What follows belongs to an exercise in optimizing a design on an open flow for small area and a short achievable clock period; a production flow would make more cautious choices. At most, simulation tests tie the RTL to the original design; equivalence was not proved.

== run A ==
==> module fifo, before the edit <==
module fifo
	#(
		parameter DATA_WIDTH = 64,  
		parameter ADDR_WIDTH = 5
	)
	(
		input logic								clk,
		input logic								rst,
		input logic		[DATA_WIDTH-1:0] 		data_input,
		input logic								read_enable_input,
		input logic								write_enable_input,
		output logic	[DATA_WIDTH-1:0]		data_output,
		output logic							empty,
		output logic							full
	);
	localparam FIFO_SIZE = (1 << ADDR_WIDTH);
	reg [ADDR_WIDTH-1:0] head_ptr;	 
	reg [ADDR_WIDTH-1:0] tail_ptr;	 
	reg                  not_empty_r;	 
	reg                  full_r;
	wire read_enable  = read_enable_input  && not_empty_r;
	wire write_enable = write_enable_input && !full_r;
	wire [ADDR_WIDTH-1:0] head_inc = head_ptr + 1'b1;
	wire [ADDR_WIDTH-1:0] tail_inc = tail_ptr + 1'b1;
	assign empty = !not_empty_r;
	assign full  = full_r;
	always @(posedge clk, posedge rst) begin
		if (rst) begin
			head_ptr <= 0;
			tail_ptr <= 0;
			not_empty_r <= 1'b0;
			full_r   <= 1'b0;
		end else begin
			if (read_enable)
				head_ptr <= head_inc;
			if (write_enable)
				tail_ptr <= tail_inc;
			if (read_enable && !write_enable) begin
				not_empty_r <= (head_inc != tail_ptr);
				full_r  <= 1'b0;
			end else if (write_enable && !read_enable) begin
				not_empty_r <= 1'b1;
				full_r  <= (tail_inc == head_ptr);
			end
		end
	end
	wire [FIFO_SIZE-1:0] wsel, wsel_n, rsel;
	wire                 rhold = !read_enable;
	genvar i;
	generate
		for (i = 0; i < FIFO_SIZE; i = i + 1) begin : dec
			assign wsel[i]   = write_enable && (tail_ptr == i);
			assign wsel_n[i] = !wsel[i];
			assign rsel[i]   = read_enable && (head_ptr == i);
		end
	endgenerate
	wire [DATA_WIDTH-1:0] mem_q [0:FIFO_SIZE-1];
	generate
		for (i = 0; i < FIFO_SIZE; i = i + 1) begin : entry
			reg  [DATA_WIDTH-1:0] word;
			wire [DATA_WIDTH-1:0] word_d;
			fifo_ao22 #(.W(DATA_WIDTH)) hold_mux (
				.a(data_input), .sa(wsel[i]),
				.b(word),       .sb(wsel_n[i]),
				.y(word_d));
			always @(posedge clk)
				word <= word_d;
			assign mem_q[i] = word;
		end
	endgenerate
	wire [DATA_WIDTH-1:0] rd_n0, rd_n1, rd_n2, rd_word;
	fifo_aoi222 #(.W(DATA_WIDTH)) rd_g0 (
		.a(mem_q[0]), .sa(rsel[0]),
		.b(mem_q[1]), .sb(rsel[1]),
		.c(mem_q[2]), .sc(rsel[2]),
		.y(rd_n0));
	fifo_aoi222 #(.W(DATA_WIDTH)) rd_g1 (
		.a(mem_q[3]), .sa(rsel[3]),
		.b(mem_q[4]), .sb(rsel[4]),
		.c(mem_q[5]), .sc(rsel[5]),
		.y(rd_n1));
	fifo_aoi222 #(.W(DATA_WIDTH)) rd_g2 (
		.a(mem_q[6]),    .sa(rsel[6]),
		.b(mem_q[7]),    .sb(rsel[7]),
		.c(data_output), .sc(rhold),
		.y(rd_n2));
	fifo_nand3 #(.W(DATA_WIDTH)) rd_g3 (
		.a(rd_n0), .b(rd_n1), .c(rd_n2), .y(rd_word));
	always @(posedge clk)
		data_output <= rd_word;
endmodule  
export LEC_CHECK = 0
export CAP_MARGIN = 20
export CORE_MARGIN = 2
export CORE_UTILIZATION = 40
export SETUP_SLACK_MARGIN = 1.2
export SLEW_MARGIN = 20
export SYNTH_HIERARCHICAL = 1
export SYNTH_MINIMUM_KEEP_SIZE = 0
create_clock -name core_clock -period 3.1 [get_ports {clk}]
standard.sh (not shown) runs the stock make flow with config.mk's settings and CLKGATE_MAP_FILE= SYNTH_SCRIPT=/design/flow/synth_recipe.tcl, a recipe that flattens the netlist after the stock synthesis.
==> flow/flow/run.sh <==
#!/bin/bash
# The standard layout, with the ports buffered by small plain buffers
# (buffer_ports would otherwise pick a slow delay cell); repair may upsize them.
set -euo pipefail
export BUFFER_PORTS_ARGS="-buffer_cell sky130_fd_sc_hd__buf_1"
bash standard.sh > standard.log 2>&1
Here is what was changed in the inputs of run B compared with run A.
--- a/flow/design.v
+++ b/flow/design.v
@@ -11,52 +11,47 @@
 		input logic								write_enable_input,
 		output logic	[DATA_WIDTH-1:0]		data_output,
 		output logic							empty,
 		output logic							full
 	);
 	localparam FIFO_SIZE = (1 << ADDR_WIDTH);
-	reg [ADDR_WIDTH-1:0] head_ptr;	 
-	reg [ADDR_WIDTH-1:0] tail_ptr;	 
-	reg                  not_empty_r;	 
-	reg                  full_r;
+	reg [FIFO_SIZE-1:0] head_oh;	 
+	reg [FIFO_SIZE-1:0] tail_oh;	 
+	reg                 not_empty_r;	 
+	reg                 full_r;
 	wire read_enable  = read_enable_input  && not_empty_r;
 	wire write_enable = write_enable_input && !full_r;
-	wire [ADDR_WIDTH-1:0] head_inc = head_ptr + 1'b1;
-	wire [ADDR_WIDTH-1:0] tail_inc = tail_ptr + 1'b1;
+	wire [FIFO_SIZE-1:0] head_inc = {head_oh[FIFO_SIZE-2:0], head_oh[FIFO_SIZE-1]};
+	wire [FIFO_SIZE-1:0] tail_inc = {tail_oh[FIFO_SIZE-2:0], tail_oh[FIFO_SIZE-1]};
 	assign empty = !not_empty_r;
 	assign full  = full_r;
 	always @(posedge clk, posedge rst) begin
 		if (rst) begin
-			head_ptr <= 0;
-			tail_ptr <= 0;
+			head_oh     <= 1;
+			tail_oh     <= 1;
 			not_empty_r <= 1'b0;
-			full_r   <= 1'b0;
+			full_r      <= 1'b0;
 		end else begin
 			if (read_enable)
-				head_ptr <= head_inc;
+				head_oh <= head_inc;
 			if (write_enable)
-				tail_ptr <= tail_inc;
+				tail_oh <= tail_inc;
 			if (read_enable && !write_enable) begin
-				not_empty_r <= (head_inc != tail_ptr);
-				full_r  <= 1'b0;
+				not_empty_r <= !(|(head_inc & tail_oh));
+				full_r      <= 1'b0;
 			end else if (write_enable && !read_enable) begin
 				not_empty_r <= 1'b1;
-				full_r  <= (tail_inc == head_ptr);
+				full_r      <= |(tail_inc & head_oh);
 			end
 		end
 	end
-	wire [FIFO_SIZE-1:0] wsel, wsel_n, rsel;
-	wire                 rhold = !read_enable;
+	wire [FIFO_SIZE-1:0] wsel   = {FIFO_SIZE{write_enable}} & tail_oh;
+	wire [FIFO_SIZE-1:0] wsel_n = ~wsel;
+	wire [FIFO_SIZE-1:0] rsel   = {FIFO_SIZE{read_enable}} & head_oh;
+	wire                 rhold  = !read_enable;
 	genvar i;
-	generate
-		for (i = 0; i < FIFO_SIZE; i = i + 1) begin : dec
-			assign wsel[i]   = write_enable && (tail_ptr == i);
-			assign wsel_n[i] = !wsel[i];
-			assign rsel[i]   = read_enable && (head_ptr == i);
-		end
-	endgenerate
 	wire [DATA_WIDTH-1:0] mem_q [0:FIFO_SIZE-1];
 	generate
 		for (i = 0; i < FIFO_SIZE; i = i + 1) begin : entry
 			reg  [DATA_WIDTH-1:0] word;
 			wire [DATA_WIDTH-1:0] word_d;
 			fifo_ao22 #(.W(DATA_WIDTH)) hold_mux (
Notes after the runs:
- Run B completed every stage of the flow, and the final layout passed the timing, DRC and antenna checks.
- A launching instance or port of the critical path of fifo.not_empty_r$_DFFE_PP0P_ is what run B shows, while fifo.head_ptr[0]$_DFFE_PP0P_ belongs to run A.
- Re area enclosed by the die boundary: run B and run A aren't equal, and the higher value belongs to run B.
- Re number of ordinary inverters in the final layout: run B is 6 down on run A.
- Number of buffers added by the clock tree synthesis step was higher in the run labelled run A.
- Changes observed in run B relative to run A: met2 routing resource usage after global routing lost 3.3 points, cell area lost 440 um^2, count of cells resized by post-cts repair lost 35.
The RTL of run B was laid out without a check of its function.

afterwards: timing with drivers on the ports:
Ports are ideal in the flow. The routed layouts listed here were re-timed in OpenROAD. Step 1 (the two cells are an assumption about what drives the block):
set clk [get_ports {clk}]
set_driving_cell -lib_cell sky130_fd_sc_hd__clkbuf_16 $clk
set_driving_cell -lib_cell sky130_fd_sc_hd__buf_2 [delete_from_list [all_inputs] $clk]
Step 2 also shifts input and output timing later by t, the mid clock arrival at the registers, as if the neighbouring blocks saw the same clock. a / b / c = ideal / step 1 / step 2; a / b = the first two.
run	shift t [ns]	setup WS [ns]	pins driven straight from the clock port
run A	0.685	1.193 / 1.183 / 0.736	1
run B	0.661	1.160 / 1.132 / 0.625	1
After both steps every run listed still meets setup and hold. The setup slack of run B, which loses most, moves by -0.028 ns with the drivers and by -0.535 ns with both steps.
